This design comes from an exercise in tuning for small area, a short achievable clock period and few clock cycles per item on the open sky130 flow, not from production work. Only simulation tests tie the RTL to the original design; equivalence was not proved. Power and IR drop assume default switching activity. No driver is modelled on the clock port, so clocking that relies on it looks cheaper here than on a real chip.

## config.mk

```make
export PLATFORM = sky130hd
export DESIGN_NAME = gaussian_stream
export DESIGN_NICKNAME = gaussian_stream
export VERILOG_FILES = /design/flow/design.v
export SDC_FILE = /design/flow/constraint.sdc
export NUM_CORES = 4
export LEC_CHECK = 0
export CAP_MARGIN = 20
export CORE_MARGIN = 2
export CORE_UTILIZATION = 60
export CTS_CLUSTER_DIAMETER = 80
export CTS_CLUSTER_SIZE = 30
export PLACE_DENSITY = 0.7
export SLEW_MARGIN = 20
```

## constraint.sdc

```tcl
create_clock -name core_clock -period 10.0 [get_ports {clk}]
set_input_delay 2.0000 -clock core_clock [delete_from_list [all_inputs] [get_ports {clk}]]
set_output_delay 2.0000 -clock core_clock [all_outputs]
set_load 0.01 [all_outputs]
```

## design.v

```verilog
`timescale 1 ns / 1 ns
module gaussian_stream
(
	input        clk,
	input        reset,
	input        on_switch,
	input  [7:0] input_fifo,
	input        input_fifo_valid,
	output       input_fifo_ready,
	output [7:0] output_fifo,
	output       output_fifo_valid,
	input        output_fifo_ready
);
localparam integer SLOTS = 6;      
reg        rdy;
reg  [7:0] in_reg;
reg        sh;            
wire       take = input_fifo_valid & rdy & ~reset;
always @(posedge clk) begin
	in_reg <= input_fifo;
	sh <= take;
end
reg [511:0] ring0, ring1, ring2, ring3;
reg  [31:0] ev;           
wire [7:0] out0 = ring0[511:504];
wire [7:0] out1 = ring1[511:504];
wire [7:0] out2 = ring2[511:504];
wire [7:0] out3 = ring3[511:504];
always @(posedge clk) begin
	ring0 <= {ring0[503:0], sh ? in_reg : out0};
	ring1 <= {ring1[503:0], sh ? out0 : out1};
	ring2 <= {ring2[503:0], sh ? out1 : out2};
	ring3 <= {ring3[503:0], sh ? out2 : out3};
	if (sh) ev <= {ev[23:0], out3};
end
function [7:0] win;
	input integer m, n;
	reg [511:0] r;
	begin
		if (n == 4) begin
			case (m)
			4: win = in_reg;
			3: win = out0;
			2: win = out1;
			1: win = out2;
			default: win = out3;
			endcase
		end else begin
			case (m)
			4: r = ring0;
			3: r = ring1;
			2: r = ring2;
			default: r = ring3;
			endcase
			if (m == 0) win = ev[8*(3-n) +: 8];
			else win = r[8*(3-n) +: 8];
		end
	end
endfunction
wire [7:0] ctr_1 = ring2[8*2 +: 8];
wire [7:0] ctr_2 = ring2[8*3 +: 8];
reg [10:0] pos;
reg        primed;
reg  [5:0] lead;
wire [5:0] px = pos[5:0];
wire [4:0] py = pos[10:6];
wire border = ~on_switch | (px < 6'd2) | (px > 6'd61) | (py < 5'd2) | (py > 5'd29);
always @(posedge clk) begin
	if (reset) begin
		pos <= 11'd1918;       
		primed <= 1'b0;
		lead <= 6'd1;
	end else begin
		lead <= sh ? lead : lead + 6'd1;
		if (sh) begin
			pos <= pos + 11'd1;
			if (pos == 11'd2047) primed <= 1'b1;
		end
	end
end
reg        v1, b1;
reg  [9:0] c1, c3a, c3b, c4, c8, c10;
always @(posedge clk) begin
	v1 <= ~reset & sh & primed;
	b1 <= border;
	c1  <= win(0, 0) + win(0, 4) + win(4, 0) + win(4, 4);
	c3a <= win(0, 1) + win(0, 3) + win(1, 0) + win(3, 0);
	c3b <= win(4, 1) + win(4, 3) + win(1, 4) + win(3, 4);
	c4  <= win(0, 2) + win(2, 0) + win(4, 2) + win(2, 4);
	c8  <= win(1, 1) + win(1, 3) + win(3, 1) + win(3, 3);
	c10 <= win(1, 2) + win(2, 1) + win(3, 2) + win(2, 3);
end
reg        v2, b2;
reg [10:0] sa;            
reg [11:0] sb, sd;        
reg [10:0] se;            
wire [11:0] a_sum = c1 + c3a + c3b;
always @(posedge clk) begin
	v2 <= ~reset & v1;
	b2 <= b1;
	sa <= a_sum[11:1];
	sb <= c3a + c3b + {c4, 1'b0};
	sd <= c8 + c10 + ctr_1;
	se <= c10 + {ctr_1, 1'b0};
end
reg        v3;
reg  [7:0] res;
wire [13:0] h = sa + sb + se + {sd, 2'b00};     
always @(posedge clk) begin
	v3 <= ~reset & v2;
	res <= b2 ? ctr_2 : h[13:6];
end
reg        ovalid;
reg  [7:0] odata;
reg  [7:0] mem [0:SLOTS-1];
reg  [2:0] wp, rp;
reg  [2:0] cnt;
reg  [2:0] occ;
wire       push = v3;
wire       pop = ovalid & output_fifo_ready;
wire [2:0] wp1 = (wp == SLOTS - 1) ? 3'd0 : wp + 3'd1;
wire [2:0] rp1 = (rp == SLOTS - 1) ? 3'd0 : rp + 3'd1;
wire [7:0] head0 = mem[rp];
wire [7:0] head1 = mem[rp1];
wire       empty0 = cnt == 3'd0;
wire       empty1 = cnt == 3'd1;
wire       left_empty = empty0 | (empty1 & pop);    
wire       drop = sh & ~primed;                     
wire [2:0] occ_b = occ - {2'b00, drop};
wire       room_p = occ_b < SLOTS - 1;
wire       room_0 = occ_b < SLOTS;
wire       eq0 = lead == {5'd0, sh};
wire       eq1 = lead == {5'd0, sh} + 6'd1;
always @(posedge clk) begin
	if (push) mem[wp] <= res;
	odata <= left_empty ? res : pop ? head1 : head0;
	if (reset) begin
		ovalid <= 1'b0;
		wp <= 3'd0;
		rp <= 3'd0;
		cnt <= 3'd0;
		occ <= 3'd0;
		rdy <= 1'b1;
	end else begin
		ovalid <= push | ~left_empty;
		if (push) wp <= wp1;
		if (pop) rp <= rp1;
		cnt <= pop ? (push ? cnt : cnt - 3'd1) : (push ? cnt + 3'd1 : cnt);
		occ <= take ? (pop ? occ_b : occ_b + 3'd1) : (pop ? occ_b - 3'd1 : occ_b);
		rdy <= take ? (eq1 & (pop ? room_0 : room_p)) : (eq0 & (pop | room_0));
	end
end
assign input_fifo_ready = rdy;
assign output_fifo = odata;
assign output_fifo_valid = ovalid;
endmodule
```

## flow/run.sh

```bash
#!/bin/bash
set -euo pipefail
bash standard.sh SETUP_SLACK_MARGIN=7 "CTS_ARGS=-sink_clustering_enable -repair_clock_nets -sink_clustering_size 30 -sink_clustering_max_diameter 80 -apply_ndr full -dont_use_dummy_load" finish > standard_flow.log 2>&1
```

## standard.sh

```bash
#!/bin/bash
# synth_recipe.tcl (not shown) runs the flow's synth.tcl, then flattens the netlist and writes it again
# the make line also repeats each setting of config.mk as NAME=value (left out here)
make -C /OpenROAD-flow-scripts/flow DESIGN_CONFIG=/design/flow/config.mk WORK_HOME=/design/flow/orfs CLKGATE_MAP_FILE= SYNTH_SCRIPT=/design/flow/synth_recipe.tcl "${@:-finish}"
```

==> results of run 1 <==
[power groups by stage]
stage | combinational [mW] | sequential, mW | clock, mW
3_5_place_dp | 2.66 | 10.1 | 0
3_3_place_gp | 2.61 | 10.1 | 0
5_1_grt | 3.53 | 9.98 | 4.49
6_report | 3.15 | 9.92 | 4.03
2_1_floorplan | 1.96 | 10.1 | 0
4_1_cts | 2.86 | 9.92 | 4.16
[per-layer routing]
metal | vias up | part of all wire (%)
met4 | 0 | 2.6
met5 | - | 0
met2 | 187 | 42
met1 | 10200 | 53
li1 | 11200 | -
met3 | 112 | 2.6
[area by class of cell]
class | count | area, um2
timing repair buffer | 53 | 460
clock buffer | 88 | 2200
fill | 6502 | 32300
multi-input combinational | 914 | 8770
tap | 1254 | 1570
sequential | 2299 | 46900
inverter | 261 | 980
[critical path: stages, from the launching register on]
cell	delay [ns]
dfxtp_2	0.33
inv_2	0.03
fa_1	0.54
inv_2	0.04
fa_1	0.56
ha_4	0.22
a21oi_2	0.14
o21ai_2	0.09
a41o_2	0.27
o311a_1	0.31
or3_1	0.31
a31o_1	0.19
[cell usage after synthesis (4+ instances only)]
cell	count
and3_1	4
nand2_1	91
dfxtp_1	2219
xnor2_1	63
fa_1	145
nor2b_1	29
xor2_1	22
nand3_1	18
nor2_1	92
nand4_1	8
clkbuf_1	24
a32oi_1	8
a21oi_1	50
or3_1	5
mux2i_1	10
a22oi_1	9
o21a_1	4
inv_1	261
o21ai_0	86
nor3_1	24
nor4_1	6
o41ai_1	9
mux4_2	8
edfxtp_1	80
ha_1	120
a21o_1	17
nand2b_1	15
mux2_2	26
a21boi_0	4
[worst min path at each step]
stage	from	end	slack, ns	cells after the start
after floorplan	b1	b2	0.31	0
after global placement	ring3[374]	ring3[382]	0.31	0
after detailed placement	ring0[150]	ring0[158]	0.31	0
after CTS	ring3[445]	ring3[453]	0.30	0
after global routing	ring3[461]	ring3[469]	0.29	0
final	ring3[461]	ring3[469]	0.29	0
[kinds of logic (layout without fill, tap and decap cells)]
family	after synthesis	in the layout	share of synthesized area, %
AOI/OAI and AO/OA	219	219	2.42
xor gates and xnor gates	85	85	1.32
adders and majority gates	265	265	7.81
buffers and inverters	292	402	1.96
DFF	2299	2299	83.0
muxes	44	44	1.02
and+or+nand+nor	301	301	2.46
[timing repair]
| action | in CTS | in global routing |
|---|---|---|
| resized for setup | 85 | 90 |
| pin swaps | 11 | 52 |
| endpoints found under the setup margin | 47 | 58 |
| buffers inserted | 5 | 19 |
[per-stage QoR]
stage	worst slack, ns	hold WS, ns	cells	util, %
2_1_floorplan	7.00	0.310	3505	-
3_3_place_gp	5.94	0.310	4757	62.4
3_5_place_dp	5.89	0.312	4757	62.4
4_1_cts	6.83	0.302	4850	64.9
5_1_grt	6.77	0.295	4869	65.3
6_report	6.87	0.290	4869	65.3
==> Flow_metrics.wiki, run 1 <==
{| class="wikitable"
! Metric !! Value
|-
| Clock Tree Buf Depth || 3
|-
| Power Density || 281 nW/um2
|-
| Fraction of final layout cells sized beyond drive strength 1 || 7.33%
|-
| Synth top area cells || dfxtp_1, fa_1, edfxtp_1
|-
| Clk Tree Root Cell || clkbuf_16
|-
| Port Buf Inserts || 22
|-
| Leak pwr || 25.1 nW
|-
| Number of H-tree branching levels || 3
|-
| Number of instances in the synthesized netlist || 3505
|-
| Routing usage on met1 || 22.4%
|-
| Post-synthesis sequential area ratio || 83.0%
|-
| Average vias per placed instance || 4.45
|-
| Most frequent cells in the layout || dfxtp_1, inv_1, fa_1
|-
| Kind of capture point of the worst setup path || flop
|-
| Global-route wire length before repair || 114000 um
|-
| Post-layout minimum cycle time || 3.13 ns
|-
| Core outline area || 93200 um2
|-
| Num Clock Sinks || 2299
|-
| Die ar. || 96500 um2
|-
| Worst max-slew margin expressed relative to the limit || 28.9%
|-
| Type of the worst min-delay path || flop to flop
|-
| Global route total overflow || 0
|-
| Standard cell area after detailed placement || 58200 um2
|-
| Final setup violation count || 0
|-
| Detailed placement HPWL || 43700 um
|-
| Synthesized net count || 3783
|-
| Maxcap violations || 0
|-
| Horizontal extent of the die || 311 um
|-
| Status || timing/DRC/antenna clean
|-
| Post-synth top area share || 78.8%
|-
| Fmax || 319 MHz
|-
| Detailed-route wire length || 69700 um
|-
| Worst Path Max Fanout || 3
|-
| Internal power contribution || 12.7 mW
|-
| Endpoint arrival time on the critical path || 3.70 ns
|-
| Dominant cell type by area after synthesis || dfxtp_1
|-
| Top-Level Pins || 23
|-
| Post-layout net count || 3895
|-
| Number of global-route vias before repair || 21600
|-
| Number of hold violations in the final report || 0
|-
| Clock network power share || 23.6%
|-
| RePlAce Congestion || 0.793
|-
| Effective utilization at floorplan || 60.5%
|-
| Switching power as a share of total power || 25.5%
|-
| Gr busiest metal || met1
|-
| Clock Pin Slew Worst Setup and Hold Paths || 0.10 ns
|-
| Average wire length per cell after detail routing || 14.3 um
|-
| Synthesis-stage register bit count || 2299
|-
| Overall routing resource usage || 14.7%
|-
| Number of distinct standard cells referenced by the synthesized netlist || 58
|-
| Worst reg-to-reg path cell count || 11
|-
| Most used flip-flop cell after synthesis || dfxtp_1
|-
| Crit path required time || 10.57 ns
|-
| IR drop worst, VDD || 0.000264 V
|-
| Net switching component of the power || 4.36 mW
|-
| Setup slack, reg-to-reg || 6.87 ns
|-
| Total of warnings raised by yosys || 1
|-
| Met2 Resource Use GR || 21.7%
|-
| Worst clock skew || 0.0549 ns
|-
| Final-layout setup total negative slack || 0 ns
|-
| Hold buffer count at CTS || 0
|-
| Total power draw || 17.1 mW
|-
| Share of synthesized registers carrying an async set or reset || 0%
|-
| Pin count of the biggest net entering global routing || 58
|-
| Leading cell type in the layout, fill and taps excluded || dfxtp_1
|-
| Routed vias || 21700
|-
| CP Class || flop to flop
|-
| Netlist area before placement || 56400 um2
|-
| Max-slew violations || 0
|-
| TritonCTS buffer count || 88
|-
| GR Layer Usage met3 || 2.51%
|-
| Non-Filler Cell Area, Final || 60800 um2
|-
| DRC errors left || 0
|-
| Number of antenna-violating nets in the routed design || 0
|-
| Number of flops mapped to enable cells by yosys || 80
|-
| Row cnt || 112
|-
| Antenna violations before repair || 2
|-
| Sequential cell fraction of total power || 58.0%
|-
| RSZ-0062 raised after global routing || true
|-
| CTS tree || built
|-
| Worst setup startpoint || sa[4]
|-
| Die H || 311 um
|-
| Fraction of the cycle the final worst path needs || 31.3%
|-
| Per-instance average area after synthesis || 16.1 um2
|-
| Number of detailed-routing iterations run before antenna repair || 5
|-
| R2r endpoint || res[6]
|-
| Number of DRC violations after detailed-routing iteration 0 || 1147
|-
| Proportion of power drawn by combinational gates || 18.4%
|-
| Number of antenna cells inserted || 0
|-
| Worst Setup EP || res[6]
|-
| Startpoint of the worst-slack reg-to-reg timing path || sa[4]
|-
| Actual slew at the worst max-slew pin || 1.06 ns
|-
| Clock latency reported for the late side of the worst-skew pair || 0.70 ns
|-
| Relative area change from synthesis to final layout || 7.88%
|-
| Element type at the critical path start || flop
|}
Testbench counts, summed over its fixed seeds: cycles 49,192, items 49,152.
==> run 2, diff against run 1 <==
==> flow/run.sh (replaced) <==
#!/bin/bash
set -euo pipefail
bash standard.sh SETUP_SLACK_MARGIN=7 finish > standard_flow.log 2>&1
==> Flow_metrics.wiki, run 2 <==
{| class="wikitable"
! Metric !! Value
|-
| Port Buf Inserts || 22
|-
| Detailed placement HPWL || 43700 um
|-
| Number of distinct standard cells referenced by the synthesized netlist || 58
|-
| Element type at the critical path start || flop
|-
| Number of buffer and inverter stages on the critical path || 1
|-
| Pre-CTS setup slack || 5.89 ns
|-
| Hold buffer count at CTS || 0
|-
| Num Clock Sinks || 2299
|-
| Clock Pin Slew Worst Setup and Hold Paths || 0.11 ns
|-
| RSZ-0062 raised after global routing || true
|-
| Routed vias || 21700
|-
| Post-layout minimum cycle time || 3.15 ns
|-
| Actual slew at the worst max-slew pin || 1.06 ns
|-
| Maxcap violations || 0
|-
| Average wire length per cell after detail routing || 14.3 um
|-
| Number of antenna cells inserted || 0
|-
| IR drop worst, VDD || 0.000287 V
|-
| Critical path cell sequence || buf_6
|-
| Type of the worst min-delay path || flop to flop
|-
| Top-count cell post-synth || dfxtp_1
|-
| Share of synthesized registers carrying an async set or reset || 0%
|-
| Netlist area before placement || 56400 um2
|-
| Fraction of the cycle the final worst path needs || 31.5%
|-
| Number of global-route vias before repair || 21700
|-
| Core outline area || 93200 um2
|-
| Top-Level Pins || 23
|-
| Horizontal extent of the die || 311 um
|-
| Post-layout net count || 3891
|-
| Worst Path Max Fanout || 2
|-
| Most frequent cells in the layout || dfxtp_1, inv_1, fa_1
|-
| Dominant cell type by area after synthesis || dfxtp_1
|-
| DRC errors left || 0
|-
| CP Class || flop to output pin
|-
| Worst max-slew margin expressed relative to the limit || 28.4%
|-
| Number of antenna-violating nets in the routed design || 0
|-
| Post-synthesis sequential area ratio || 83.0%
|-
| Row cnt || 112
|-
| Endpoint arrival time on the critical path || 1.15 ns
|-
| Relative area change from synthesis to final layout || 8.37%
|-
| Die H || 311 um
|-
| Die ar. || 96500 um2
|-
| TritonCTS buffer count || 88
|-
| Fmax || 318 MHz
|-
| Clk Tree Root Cell || clkbuf_16
|-
| Crit-path slowest cell || dfxtp_2
|-
| Clock Tree Buf Depth || 3
|-
| Commonest cells in the synthesized netlist || dfxtp_1, inv_1, fa_1, ha_1, nor2_1
|-
| Top Family by Delay on Critical Path || flip-flops
|-
| Synthesis-stage register bit count || 2299
|-
| Max-slew violations || 0
|-
| Total of warnings raised by yosys || 1
|-
| Number of DRC violations after detailed-routing iteration 0 || 1177
|-
| Detailed-route wire length || 69800 um
|-
| Maximum single-stage delay on the critical path || 0.34 ns
|-
| Clock latency reported for the late side of the worst-skew pair || 0.70 ns
|-
| Status || timing/DRC/antenna clean
|-
| RePlAce Congestion || 0.793
|-
| Overall routing resource usage || 14.7%
|-
| Global route total overflow || 0
|-
| Most used flip-flop cell after synthesis || dfxtp_1
|-
| Final-layout setup total negative slack || 0 ns
|-
| Worst clock skew || 0.0165 ns
|-
| Global-route wire length before repair || 114000 um
|-
| Leading cell type in the layout, fill and taps excluded || dfxtp_1
|-
| Crit path required time || 8.00 ns
|-
| Power Density || 283 nW/um2
|-
| Number of instances in the synthesized netlist || 3505
|-
| Synthesized net count || 3783
|-
| Effective utilization at floorplan || 60.5%
|-
| Number of flops mapped to enable cells by yosys || 80
|-
| Antenna violations before repair || 2
|-
| Kind of capture point of the worst setup path || output pin
|-
| Leak pwr || 25.3 nW
|-
| Fraction of final layout cells sized beyond drive strength 1 || 7.58%
|-
| Final setup violation count || 0
|-
| Setup WS post-layout || 6.85 ns
|-
| Non-filler cells in the finished layout || 4893
|-
| Placed instance count || 4757
|-
| Number of H-tree branching levels || 3
|-
| Worst Hold Slack || 0.321 ns
|-
| Number of detailed-routing iterations run before antenna repair || 5
|-
| CTS tree || built
|-
| Pin count of the biggest net entering global routing || 58
|-
| Per-instance average area after synthesis || 16.1 um2
|-
| Number of hold violations in the final report || 0
|-
| Average vias per placed instance || 4.44
|-
| Synth top area cells || dfxtp_1, fa_1, edfxtp_1
|-
| Post-synth top area share || 78.8%
|}
==> run 2: worst paths after layout <==
kind	start	cells after the start	slack, ns	endpoint
max	rdy	1	6.85	input_fifo_ready
min	ring1[418]	0	0.32	ring1[426]
max reg2reg	sa[4]	11	6.89	res[6]
min reg2reg	ring1[418]	0	0.32	ring1[426]
==> run 2: cells by family after synthesis <==
family                   Yosys count  share of synthesized area, %
AND/OR/NAND/NOR                  301                          2.46
XOR/XNOR                          85                          1.32
AO/OA/AOI/OAI                    219                          2.42
multiplexers                      44                          1.02
adder cells (fa/ha/maj)          265                          7.81
buffers and inverters            292                          1.96
flip-flops                      2299                          83.0
==> run 2: power breakdown <==
group          switching, mW  internal [mW]  leakage [nW]
Combinational           1.69           1.40          5.20
Sequential             0.203           9.71          18.8
Clock                   2.56           1.71          1.22
==> run 2: per-stage QoR <==
step	util [%]	power, mW	area, um2
after floorplan	-	12.0	56400
after global placement	62.4	12.7	58100
after global routing	65.6	18.2	61100
after CTS	65.3	17.2	60800
after detailed placement	62.4	12.8	58200
final	65.6	17.3	61100
==> run 2: layout make-up <==
class                   instances  area, um2
well taps                    1254       1570
clock inverters                15        269
multi-input cells             914       8750
repair buffers                 49        430
inverters                     261        980
clock buffers                 101       2250
flip-flops and latches       2299      46900
fillers                      6459      32100
==> run 2: per-layer routing <==
layer  share of wire, %  up-vias  GRT usage, %
met5                  0        -             0
met4                2.5        0          4.31
met3                2.7      107          2.57
met2                 42      195          21.8
met1                 53    10200          22.4
li1                   -    11200             -
==> run 2: repair_timing <==
| item | 4_1_cts | 5_1_grt |
|---|---|---|
| setup buffers | 6 | 14 |
| resized for setup | 88 | 85 |
| pin swaps | 11 | 47 |
| endpoints found under the setup margin | 49 | 53 |
==> run 3, diff against run 2 <==
==> flow/run.sh (replaced) <==
#!/bin/bash
set -euo pipefail
bash standard.sh SETUP_SLACK_MARGIN=7 "CTS_ARGS=-sink_clustering_enable -repair_clock_nets -sink_clustering_size 20 -sink_clustering_max_diameter 60 -sink_clustering_buffer sky130_fd_sc_hd__clkbuf_8 -dont_use_dummy_load" finish > standard_flow.log 2>&1
==> Flow_metrics.wiki, run 3 <==
{| class="wikitable"
! Metric !! Value
|-
| RSZ-0062 raised after global routing || true
|-
| Top-count cell post-synth || dfxtp_1
|-
| Fraction of final layout cells sized beyond drive strength 1 || 8.57%
|-
| Dominant cell type by area after synthesis || dfxtp_1
|-
| Setup slack, reg-to-reg || 6.90 ns
|-
| Number of H-tree branching levels || 4
|-
| Maxcap violations || 0
|-
| Met2 Resource Use GR || 21.8%
|-
| Critical path cell sequence || buf_6
|-
| R2r endpoint || res[6]
|-
| DRC errors left || 0
|-
| Type of the worst min-delay path || flop to flop
|-
| Routed vias || 22000
|-
| Average wire length per cell after detail routing || 14.2 um
|-
| Clock Pin Slew Worst Setup and Hold Paths || 0.11 ns
|-
| Number of flops mapped to enable cells by yosys || 80
|-
| Leak pwr || 25.1 nW
|-
| Post-layout net count || 3945
|-
| Detailed-route wire length || 70000 um
|-
| Worst Path Max Fanout || 1
|-
| Max-slew violations || 0
|-
| Top Family by Delay on Critical Path || flip-flops
|-
| Number of instances in the synthesized netlist || 3505
|-
| Netlist area before placement || 56400 um2
|-
| Total of warnings raised by yosys || 1
|-
| Number of DRC violations after detailed-routing iteration 0 || 1050
|-
| Worst clock skew || 0.0630 ns
|-
| Detailed placement HPWL || 43700 um
|-
| Row cnt || 112
|-
| TritonCTS buffer count || 140
|-
| Element type at the critical path start || flop
|-
| Antenna violations before repair || 2
|-
| Clock latency reported for the late side of the worst-skew pair || 0.71 ns
|-
| Hold buffer count at CTS || 0
|-
| GR Layer Usage met3 || 2.97%
|-
| Clock Tree Buf Depth || 3
|-
| Number of antenna cells inserted || 0
|-
| Leading cell type in the layout, fill and taps excluded || dfxtp_1
|-
| Startpoint of the worst-slack reg-to-reg timing path || sa[4]
|-
| Horizontal extent of the die || 311 um
|-
| Worst reg-to-reg path cell count || 11
|-
| Top-Level Pins || 23
|-
| Routing usage on met1 || 22.1%
|-
| Number of distinct standard cells referenced by the synthesized netlist || 58
|-
| HP Start || ring1[244]
|-
| Number of hold violations in the final report || 0
|-
| Maximum single-stage delay on the critical path || 0.34 ns
|-
| Per-instance average area after synthesis || 16.1 um2
|-
| Synthesized net count || 3783
|-
| Pin count of the biggest net entering global routing || 58
|-
| Number of detailed-routing iterations run before antenna repair || 6
|-
| IR drop worst, VDD || 0.000259 V
|-
| Post-synth top area share || 78.8%
|-
| Share of synthesized registers carrying an async set or reset || 0%
|-
| Post-layout minimum cycle time || 3.15 ns
|-
| Hold EP || ring1[252]
|-
| Global route total overflow || 0
|-
| Fmax || 318 MHz
|-
| Overall routing resource usage || 15.0%
|-
| Final-layout setup total negative slack || 0 ns
|-
| Fraction of the cycle the final worst path needs || 31.5%
|-
| Non-filler cells in the finished layout || 4919
|-
| Clk Tree Root Cell || clkbuf_16
|-
| RePlAce Congestion || 0.793
|-
| Post-synthesis sequential area ratio || 83.0%
|-
| Crit-path slowest cell || dfxtp_2
|-
| Number of buffer and inverter stages on the critical path || 1
|-
| Placed instance count || 4757
|-
| Worst hold path depth || 0
|-
| Actual slew at the worst max-slew pin || 1.05 ns
|-
| Kind of capture point of the worst setup path || output pin
|-
| Synth top area cells || dfxtp_1, fa_1, edfxtp_1
|-
| Power Density || 278 nW/um2
|-
| Commonest cells in the synthesized netlist || dfxtp_1, inv_1, fa_1, ha_1, nor2_1
|-
| Gr busiest metal || met1
|-
| Number of antenna-violating nets in the routed design || 0
|-
| Most used flip-flop cell after synthesis || dfxtp_1
|-
| WP depth || 1
|-
| Die ar. || 96500 um2
|-
| Number of global-route vias before repair || 22200
|-
| Status || timing/DRC/antenna clean
|-
| Global-route wire length before repair || 115000 um
|-
| Endpoint arrival time on the critical path || 1.15 ns
|-
| Port Buf Inserts || 22
|-
| Num Clock Sinks || 2299
|-
| CP Class || flop to output pin
|-
| CTS tree || built
|-
| Crit path required time || 8.00 ns
|-
| Relative area change from synthesis to final layout || 7.68%
|-
| Most frequent cells in the layout || dfxtp_1, inv_1, fa_1
|-
| Synthesis-stage register bit count || 2299
|-
| Worst max-slew margin expressed relative to the limit || 29.5%
|-
| Effective utilization at floorplan || 60.5%
|-
| Average vias per placed instance || 4.47
|-
| Die H || 311 um
|-
| Core outline area || 93200 um2
|-
| Final setup violation count || 0
|}
[run 3: timing repair]
item / 4_1_cts / 5_1_grt
gates resized for setup: 88 / 86
pin swaps: 12 / 54
buffers inserted: 6 / 16
setup endpoints to repair: 48 / 54
hold endpoints to repair: 0 / 0
[run 3: layout make-up]
type                       instances  area [um2]
sequential                      2299       46900
fill                            6485       32500
multi-input combinational        914        8750
clock buffer                     140        2120
tap                             1254        1570
inverter                         261         982
timing repair buffer              51         445
[run 3: per-stage QoR]
step	instance area (um2)	total power [mW]	hold slack, ns	setup WS [ns]	utilization, %
floorplan	56400	12.0	0.310	7.00	-
global placement	58100	12.7	0.310	5.94	62.4
detailed placement	58200	12.8	0.312	5.89	62.4
CTS	60400	16.9	0.250	6.79	64.8
global route	60700	17.8	0.253	6.78	65.2
finish	60700	16.9	0.250	6.85	65.2
[run 3: worst max-delay path by stage]
| stage | start | endpoint |
|---|---|---|
| floorplan | sa[9] | res[6] |
| global placement | output_fifo_ready | odata[5] |
| detailed placement | output_fifo_ready | odata[6] |
| CTS | odata[4] | output_fifo[4] |
| global route | odata[4] | output_fifo[4] |
| finish | odata[4] | output_fifo[4] |
[run 3: kinds of logic (layout without fill, tap and decap cells)]
logic type	after synthesis	count (layout)	share of synthesized area (%)
multiplexers	44	44	1.02
buffers and inverters	292	452	1.96
flip-flops	2299	2299	83.0
adder cells (fa/ha/maj)	265	265	7.81
AND/OR/NAND/NOR	301	301	2.46
XOR/XNOR	85	85	1.32
AO/OA/AOI/OAI	219	219	2.42
[run 3: layer usage]
metal  up-vias  share of wire (%)
met5         -                  0
met4         0                3.1
met3       153                3.6
met2       282                 42
met1     10300                 51
li1      11200                  -
[run 3: power by group]
part	switching [mW]	total, mW	internal (mW)
sequential	0.202	9.92	9.71
combinational	1.69	3.07	1.39
clock	2.46	3.88	1.42
total	4.35	16.9	12.5

==> re-timing with driven ports <==
The results above use ideal ports. As a check the final layouts listed here were re-extracted and re-timed, cells and wires unchanged.
Step 1 (the two cells are an assumption about what drives the block):
set clk [get_ports {clk}]
set_driving_cell -lib_cell sky130_fd_sc_hd__clkbuf_16 $clk
set_driving_cell -lib_cell sky130_fd_sc_hd__buf_2 [delete_from_list [all_inputs] $clk]
Step 2, shift: input delay + t, output delay - t, t = (earliest + latest rising clock arrival at the registers) / 2. This alone moves slack from input paths to output paths.
Three values: ideal ports, drivers, drivers and shift; two values: the first two.
run | shift t [ns] | slack for setup (ns) | clock arrival spread, ns
run 1 | 0.730 | 6.868 / 6.825 / 6.455 | 0.068 / 0.068
run 2 | 0.754 | 6.855 / 6.793 / 6.496 | 0.024 / 0.024
run 3 | 0.754 | 6.852 / 6.790 / 6.460 | 0.080 / 0.080
After both steps setup and hold are still met in every run listed. For run 1, which loses most, drivers alone change the setup slack by -0.043 ns; drivers and shift together by -0.413 ns.
